Context: an optimization exercise on an open-source flow, tuned for small area. The choices shown serve that exercise and are no tape-out recipe.
Only simulation tests tie the RTL to the original design; equivalence was not proved.
The clock port is modelled as an ideal driver; clocking choices that lean on that would not hold on a real chip.
Power figures rest on the tool's default switching activity, not on a simulated workload.

==> trial 90: inputs <==
==> flow/design.v <==
module usb_top (gclk, reset_l, cs1_l, SYN_GEN_LD, CRC_16, TX_LOAD, TX_DATA,
                TX_LAST_BYTE, RX_LOAD, error_crc_rx, TX_READY_LD, T_lastbit,
                qualify_out, DATA, RX_READY_LD, RX_LAST_BYTE);
input        gclk;
input        reset_l;
input        cs1_l;
input        SYN_GEN_LD;
input        CRC_16;
input        TX_LOAD;
input  [7:0] TX_DATA;
input        TX_LAST_BYTE;
input        RX_LOAD;
output       error_crc_rx;
output       TX_READY_LD;
output       T_lastbit;
output [8:0] qualify_out;
output [7:0] DATA;
output       RX_READY_LD;
output       RX_LAST_BYTE;
reg        w1, w2, act2;           
reg  [7:0] sh1, sh2;
reg  [4:0] c1, c2;                 
reg        lbf, crcf;
reg  [3:0] crccnt;
reg  [4:0] pcc;
reg  [5:0] ds;                     
wire       halt = &ds;
wire       done1 = (c1 == 5'd8);
wire       done2 = (c2 == 5'd8);
wire       a1 = w1 & ~act2;
wire       a2 = w2 & act2;
wire       tcs = a1 | a2;
wire       tdo_bit = act2 ? sh2[0] : sh1[0];
wire       crc_done = CRC_16 ? (crccnt == 4'd14) : (crccnt == 4'd3);
wire       tl1 = lbf & ~(w1 | w2);
reg        tl2;
assign     T_lastbit = tl1 | tl2;
assign     TX_READY_LD = ~(w1 & w2) & ~halt;
wire       start = tcs | (CRC_16 & (T_lastbit | crcf)) | (&pcc);
always @(posedge gclk or negedge reset_l)
  if (!reset_l) begin
    w1 <= 1'b0; w2 <= 1'b0;
  end else if ((TX_LOAD | SYN_GEN_LD) & ~w1) w1 <= 1'b1;
  else if (TX_LOAD & ~w2) w2 <= 1'b1;
  else if (done1) w1 <= 1'b0;
  else if (done2) w2 <= 1'b0;
always @(posedge gclk or negedge reset_l)
  if (!reset_l) act2 <= 1'b0;
  else if (done2) act2 <= 1'b0;
  else if (done1) act2 <= 1'b1;
always @(posedge gclk or negedge reset_l)
  if (!reset_l) sh1[0] <= 1'b0;
  else if (~halt) begin
    if (SYN_GEN_LD) sh1[0] <= 1'b0;
    else if (TX_LOAD & ~w1) sh1[0] <= TX_DATA[0];
    else if (a1) sh1[0] <= sh1[1];
  end
always @(posedge gclk)
  if (~halt) begin
    if (SYN_GEN_LD) sh1[7:1] <= 7'h40;
    else if (TX_LOAD & ~w1) sh1[7:1] <= TX_DATA[7:1];
    else if (a1) sh1[7:1] <= {1'b0, sh1[7:2]};
  end
always @(posedge gclk or negedge reset_l)
  if (!reset_l) sh2 <= 8'h00;
  else if (~halt) begin
    if (TX_LOAD & ~w2 & w1) sh2 <= TX_DATA;
    else if (a2) sh2 <= {1'b0, sh2[7:1]};
  end
always @(negedge gclk or negedge reset_l)
  if (!reset_l) c1 <= 5'd0;
  else if (~halt) begin
    if (a1) c1 <= c1 + 5'd1;
    else if (done1) c1 <= 5'd0;
  end
always @(negedge gclk or negedge reset_l)
  if (!reset_l) c2 <= 5'd0;
  else if (~halt) begin
    if (a2) c2 <= c2 + 5'd1;
    else if (done2) c2 <= 5'd0;
  end
always @(negedge gclk)
  tl2 <= tl1;
always @(posedge gclk or negedge reset_l)
  if (!reset_l) lbf <= 1'b0;
  else if (TX_LAST_BYTE) lbf <= 1'b1;
  else if (T_lastbit) lbf <= 1'b0;
always @(posedge gclk or negedge reset_l)
  if (!reset_l) crcf <= 1'b0;
  else if (T_lastbit) crcf <= 1'b1;
  else if (crc_done) crcf <= 1'b0;
always @(posedge gclk or negedge reset_l)
  if (!reset_l) crccnt <= 4'd0;
  else if (crc_done) crccnt <= 4'd0;
  else if (crcf) crccnt <= crccnt + 4'd1;
always @(posedge gclk or negedge reset_l)
  if (!reset_l) pcc <= 5'd0;
  else if (tcs & ~CRC_16 & ~halt) pcc <= pcc + 5'd1;
reg start_txd, tdv, tdo, vd;
always @(posedge gclk) begin
  if (~cs1_l | ~start) ds <= 6'd0;
  else ds <= {ds[4:0], tdo_bit & ~halt};
  start_txd <= cs1_l & start;
  tdv <= start_txd;
  if (~start_txd) tdo <= 1'b1;
  else if (~ds[0]) tdo <= ~tdo;
end
always @(posedge gclk or negedge reset_l)
  if (!reset_l) vd <= 1'b0;
  else vd <= tdv;
wire send_eop = vd & ~tdv;
wire rxd = tdo & ~send_eop;
localparam S_WAIT = 3'd0, S_PID = 3'd1, S_FRAME = 3'd2, S_DEV = 3'd3,
           S_DATA = 3'd4, S_EP = 3'd5, S_CRC5 = 3'd6, S_ERR = 3'd7;
reg  [9:0] in8;                    
reg  [3:0] xc;
wire       xc_init = xc[3] & xc[2] & xc[1];
reg  [1:0] pc;
reg        sb;                     
reg        eop;
reg        en1, q0;                
wire       cs2 = (sd2 != S_WAIT) & ~q0;
reg  [2:0] state, next_state;
reg  [2:0] sd1, sd2;               
wire       pa = (state != S_WAIT);
wire       jv = ~pa & (sd1 == S_WAIT);   
wire       sync_found = jv & ((xc[3] & (in8[7:0] == 8'h54)) |
                              ((xc == 4'd6) & sb & (in8[5:0] == 6'b010100)) |
                              ((xc == 4'd7) & ~sb & (in8[6:0] == 7'b1010100)));
wire       kmode = (state == S_DEV) | (state == S_EP) | (state == S_FRAME);
wire       dc = kmode & ((in8[6:0] == 7'h00) | (in8[6:0] == 7'h7f));
wire       dec = (xc == 4'd8) & ~kmode;
wire [7:0] pid = in8[7:0];
wire       p_sof = (pid == 8'h6c);
wire       p_ios = (pid == 8'h4e) | (pid == 8'h50) | (pid == 8'h72);
wire       p_dat = (pid == 8'h28) | (pid == 8'h36);
wire       p_pre = (pid == 8'h82);
wire       p_known = p_sof | p_ios | p_dat | p_pre | (pid == 8'hd8) | (pid == 8'hc6) | (pid == 8'hfa);
always @(posedge gclk) begin
  in8 <= {in8[8:0], rxd};
  eop <= send_eop;
end
always @(posedge gclk)
  if (sync_found) pc <= 2'd0;
  else if (pc != 2'd0) pc <= (pc == 2'd3) ? pc : pc + 2'd1;
  else if ((state == S_PID) & dec) pc <= 2'd1;
always @(posedge gclk)
  if (sync_found) sb <= rxd;
always @(*) begin
  next_state = state;
  case (state)
    S_WAIT:  if (sync_found) next_state = S_PID;
    S_PID:   if (eop) next_state = S_WAIT;
             else if (dec) begin
               if (p_pre) next_state = S_PID;
               else if (p_dat) next_state = S_DATA;
               else if (p_ios) next_state = S_DEV;
               else if (p_sof) next_state = S_FRAME;
               else if (~p_known) next_state = S_ERR;
             end
    S_DEV:   if (eop) next_state = S_WAIT; else if (xc == 4'd6) next_state = S_EP;
    S_EP:    if (eop) next_state = S_WAIT; else if (xc == 4'd10) next_state = S_CRC5;
    S_FRAME: if (eop) next_state = S_WAIT; else if (xc == 4'd10) next_state = S_CRC5;
    default: if (eop) next_state = S_WAIT;
  endcase
end
always @(posedge gclk or negedge reset_l)
  if (!reset_l) state <= S_WAIT;
  else state <= next_state;
always @(posedge gclk or negedge reset_l)
  if (!reset_l) xc <= 4'd14;
  else if (sync_found) xc <= 4'd1;
  else if (pa) begin
    if (kmode) xc <= eop ? 4'd0 : (dc ? xc : xc + 4'd1);
    else if ((state == S_PID) & dec & ~eop & (p_sof | p_ios)) xc <= 4'd0;
    else if (xc != 4'd0) xc <= xc + 4'd1;
  end
  else if (sd1 != S_WAIT) xc <= 4'd1;
  else if (xc == 4'd15) xc <= 4'd8;
  else if (xc != 4'd8) xc <= xc + 4'd1;
always @(posedge gclk) begin
  sd1 <= state; sd2 <= sd1;
  en1 <= eop; q0 <= en1;
end
assign qualify_out[8] = ~xc_init & (sd2 == S_WAIT);
assign qualify_out[7] = (sd2 == S_PID);
assign qualify_out[6] = (sd2 == S_DEV);
assign qualify_out[5] = (sd2 == S_EP);
assign qualify_out[4] = (sd2 == S_CRC5);
assign qualify_out[3] = (sd2 == S_FRAME);
assign qualify_out[2] = (sd2 == S_DATA);
assign qualify_out[1] = (sd2 == S_ERR);
assign qualify_out[0] = q0;
wire rx_t4 = (pc != 2'd0) | xc[3] | xc[2];    
wire rx_t9 = (pc != 2'd0);                    
wire rx_t11 = (pc == 2'd3);                   
wire halt_rx = cs2 & rx_t9 & (in8[2] != in8[3]) &
               (in8[9:3] == 7'h00 | in8[9:3] == 7'h7f);
wire rdi = (in8[2] == in8[3]);
wire cwe = cs2 & rx_t11;
assign RX_LAST_BYTE = ~(cs2 & rx_t4);
reg  [4:0]  n5;
reg  [15:0] n16;
reg         err16;
wire        chk = qualify_out[0];
wire        si5 = ~(rdi ^ n5[4]) & cwe;
wire        si16 = ~(rdi ^ n16[15]) & cwe;
always @(posedge gclk or negedge reset_l)
  if (!reset_l) begin
    n5 <= 5'h00; n16 <= 16'h0000; err16 <= 1'b0;
  end else begin
    if (~halt_rx) begin
      n5 <= {n5[3], n5[2], n5[1] ^ si5, n5[0], cwe & ~si5};
      n16 <= {n16[14] ^ si16, n16[13:2], n16[1] ^ si16, n16[0], cwe & ~si16};
    end
    if (chk & (n16 != 16'h7ff2)) err16 <= 1'b1;
  end
wire err5 = chk & (n5 != 5'b10011);
assign error_crc_rx = qualify_out[2] ? err16 : err5;
reg [7:0] rsh;
reg [3:0] rcnt;
reg [7:0] data_out;
reg       rdy;
always @(posedge gclk)
  if (~halt_rx) rsh <= {rdi, rsh[7:1]};
always @(negedge gclk)
  if (~halt_rx) begin
    if (~cs2) rcnt <= 4'hf;
    else if (rcnt == 4'd7) rcnt <= 4'd0;
    else rcnt <= rcnt + 4'd1;
  end
always @(negedge gclk or negedge reset_l)
  if (!reset_l) begin
    data_out <= 8'h00; rdy <= 1'b0;
  end else if (rcnt == 4'd7) begin
    data_out <= rsh; rdy <= 1'b1;
  end else if (RX_LOAD) rdy <= 1'b0;
assign DATA = data_out;
assign RX_READY_LD = rdy;
endmodule
==> flow/flow/run.sh <==
#!/bin/bash
# Layout flow: ORFS synthesis with an area-oriented ABC mapping (the
# registers are the standard synthesis's: only combinational mapping
# changes), then the standard layout with the smallest port buffer
# cell and a clock tree of small buffers without dummy loads.
set -euo pipefail
W="$PWD"
make -C "$FLOW_HOME" DESIGN_CONFIG="$W/config.mk" WORK_HOME="$W/orfs" CLKGATE_MAP_FILE= \
  SYNTH_SCRIPT="$W/flow/synth.tcl" synth > "$W/synth.log" 2>&1
export BUFFER_PORTS_ARGS="-buffer_cell sky130_fd_sc_hd__buf_1"
export CTS_ARGS="-sink_clustering_enable -repair_clock_nets -dont_use_dummy_load -buf_list \"sky130_fd_sc_hd__clkbuf_2 sky130_fd_sc_hd__clkbuf_4 sky130_fd_sc_hd__clkbuf_8\" -sink_buffer_max_cap_derate 0.5"
export PRE_CTS_TCL="$W/flow/pre_cts.tcl"
bash standard.sh finish > "$W/layout.log" 2>&1
==> flow/flow/pre_cts.tcl <==
# Let the clock tree use larger leaf clusters.
set_max_fanout 24 [current_design]
==> flow/flow/synth.tcl <==
# Standard ORFS synthesis (as synth_recipe.tcl) with two changes to the
# combinational mapping only: ABC runs its default area-oriented script
# without the speed script, delay target and drive constraints, and adders
# are left to ABC instead of the half/full adder cells.
proc synth {args} { yosys synth -nofsm -noshare {*}$args }
proc abc {args} {
  set out {}
  set skip 0
  foreach a $args {
    if {$skip} { set skip 0; continue }
    if {$a eq "-script" || $a eq "-constr" || $a eq "-D"} { set skip 1; continue }
    lappend out $a
  }
  yosys abc {*}$out
}
set ::env(ADDER_MAP_FILE) ""
source $::env(SCRIPTS_DIR)/synth.tcl
# left out here: clear keep_hierarchy, flatten, clean up, hide names made inside functions, write 1_2_yosys.v
==> flow/standard.sh <==
#!/bin/bash
# synth_recipe.tcl (not shown) runs the flow's synth.tcl, then flattens the netlist and writes it again
# the make line also repeats each setting of config.mk as NAME=value (left out here)
make -C /OpenROAD-flow-scripts/flow DESIGN_CONFIG=/design/flow/config.mk WORK_HOME=/design/flow/orfs CLKGATE_MAP_FILE= SYNTH_SCRIPT=/design/flow/synth_recipe.tcl "${@:-finish}"
==> flow/config.mk <==
export PLATFORM = sky130hd
export DESIGN_NAME = usb_top
export DESIGN_NICKNAME = usb_top
export VERILOG_FILES = /design/flow/design.v
export SDC_FILE = /design/flow/constraint.sdc
export NUM_CORES = 4
export LEC_CHECK = 0
export CAP_MARGIN = 20
export CORE_MARGIN = 2
export CORE_UTILIZATION = 40
export SLEW_MARGIN = 20
==> flow/constraint.sdc <==
create_clock -name core_clock -period 6.0 [get_ports {gclk}]
set_input_delay 1.2000 -clock core_clock [delete_from_list [all_inputs] [get_ports {gclk}]]
set_output_delay 1.2000 -clock core_clock [all_outputs]
set_load 0.01 [all_outputs]
==> build 15 (differences from trial 90) <==
--- a/flow/design.v
+++ b/flow/design.v
@@ -115,5 +115,3 @@
 reg  [9:0] in8;                    
-reg  [3:0] xc;
-wire       xc_init = xc[3] & xc[2] & xc[1];
-reg  [1:0] pc;
+reg  [3:0] mc;
 reg        sb;                     
@@ -124,7 +122,8 @@
 reg  [2:0] sd1, sd2;               
+reg  [3:0] xc;                     
 wire       pa = (state != S_WAIT);
 wire       jv = ~pa & (sd1 == S_WAIT);   
-wire       sync_found = jv & ((xc[3] & (in8[7:0] == 8'h54)) |
-                              ((xc == 4'd6) & sb & (in8[5:0] == 6'b010100)) |
-                              ((xc == 4'd7) & ~sb & (in8[6:0] == 7'b1010100)));
+wire       sync_found = jv & ((mc[3] & (in8[7:0] == 8'h54)) |
+                              ((mc == 4'd6) & sb & (in8[5:0] == 6'b010100)) |
+                              ((mc == 4'd7) & ~sb & (in8[6:0] == 7'b1010100)));
 wire       kmode = (state == S_DEV) | (state == S_EP) | (state == S_FRAME);
@@ -142,6 +141,7 @@
 end
-always @(posedge gclk)
-  if (sync_found) pc <= 2'd0;
-  else if (pc != 2'd0) pc <= (pc == 2'd3) ? pc : pc + 2'd1;
-  else if ((state == S_PID) & dec) pc <= 2'd1;
+always @(posedge gclk or negedge reset_l)
+  if (!reset_l) mc <= 4'd8;
+  else if (pa & ~cs2) mc <= 4'd0;
+  else if (~pa & (sd1 != S_WAIT)) mc <= 4'd1;
+  else if (~mc[3]) mc <= mc + 4'd1;
 always @(posedge gclk)
@@ -170,12 +170,8 @@
 always @(posedge gclk or negedge reset_l)
-  if (!reset_l) xc <= 4'd14;
+  if (!reset_l) xc <= 4'd0;
   else if (sync_found) xc <= 4'd1;
-  else if (pa) begin
-    if (kmode) xc <= eop ? 4'd0 : (dc ? xc : xc + 4'd1);
-    else if ((state == S_PID) & dec & ~eop & (p_sof | p_ios)) xc <= 4'd0;
-    else if (xc != 4'd0) xc <= xc + 4'd1;
-  end
-  else if (sd1 != S_WAIT) xc <= 4'd1;
-  else if (xc == 4'd15) xc <= 4'd8;
-  else if (xc != 4'd8) xc <= xc + 4'd1;
+  else if (kmode) xc <= eop ? 4'd0 : (dc ? xc : xc + 4'd1);
+  else if ((state == S_PID) & dec & ~eop & (p_sof | p_ios)) xc <= 4'd0;
+  else if (xc != 4'd0) xc <= xc + 4'd1;
+reg        v1, v2;
 always @(posedge gclk) begin
@@ -184,3 +180,6 @@
 end
-assign qualify_out[8] = ~xc_init & (sd2 == S_WAIT);
+always @(posedge gclk or negedge reset_l)
+  if (!reset_l) begin v1 <= 1'b0; v2 <= 1'b0; end
+  else begin v1 <= 1'b1; v2 <= v1; end
+assign qualify_out[8] = v2 & (sd2 == S_WAIT);
 assign qualify_out[7] = (sd2 == S_PID);
@@ -193,10 +192,7 @@
 assign qualify_out[0] = q0;
-wire rx_t4 = (pc != 2'd0) | xc[3] | xc[2];    
-wire rx_t9 = (pc != 2'd0);                    
-wire rx_t11 = (pc == 2'd3);                   
-wire halt_rx = cs2 & rx_t9 & (in8[2] != in8[3]) &
+wire halt_rx = cs2 & (mc[3] | (mc[2] & mc[1])) & (in8[2] != in8[3]) &
                (in8[9:3] == 7'h00 | in8[9:3] == 7'h7f);
 wire rdi = (in8[2] == in8[3]);
-wire cwe = cs2 & rx_t11;
-assign RX_LAST_BYTE = ~(cs2 & rx_t4);
+wire cwe = cs2 & mc[3];
+assign RX_LAST_BYTE = ~(cs2 & (mc != 4'd0));
 reg  [4:0]  n5;
--- a/flow/flow/run.sh
+++ b/flow/flow/run.sh
@@ -11,3 +11,2 @@
 export CTS_ARGS="-sink_clustering_enable -repair_clock_nets -dont_use_dummy_load -buf_list \"sky130_fd_sc_hd__clkbuf_2 sky130_fd_sc_hd__clkbuf_4 sky130_fd_sc_hd__clkbuf_8\" -sink_buffer_max_cap_derate 0.5"
-export PRE_CTS_TCL="$W/flow/pre_cts.tcl"
 bash standard.sh finish > "$W/layout.log" 2>&1
removed: flow/flow/pre_cts.tcl
==> comparison <==
Build 15 finished with timing, DRC and antenna clean. Trial 90 finished clean. Clock skew: build 15 is lower than trial 90 (8.2 ps). Of build 15 and trial 90, build 15 has the higher first-iteration DRC count (gap 2.6%, measured against trial 90). Of build 15 and trial 90, trial 90 has the higher register-to-register slack (gap 110 ps). Between build 15 and trial 90, the lower synthesized cell count is in trial 90 (gap about 1.8%, measured against trial 90). Global-route usage: trial 90 is higher than build 15 (0.45 points). Die area: trial 90 is smaller than build 15 (about 1.7%). Sequential power: build 15 is smaller than trial 90 (about 3%). Of build 15 and trial 90, build 15 has the higher flip-flop and latch count (gap 4). Final area: trial 90 is smaller than build 15 (about 0.9%). In clock power, build 15 and trial 90 hardly differ.
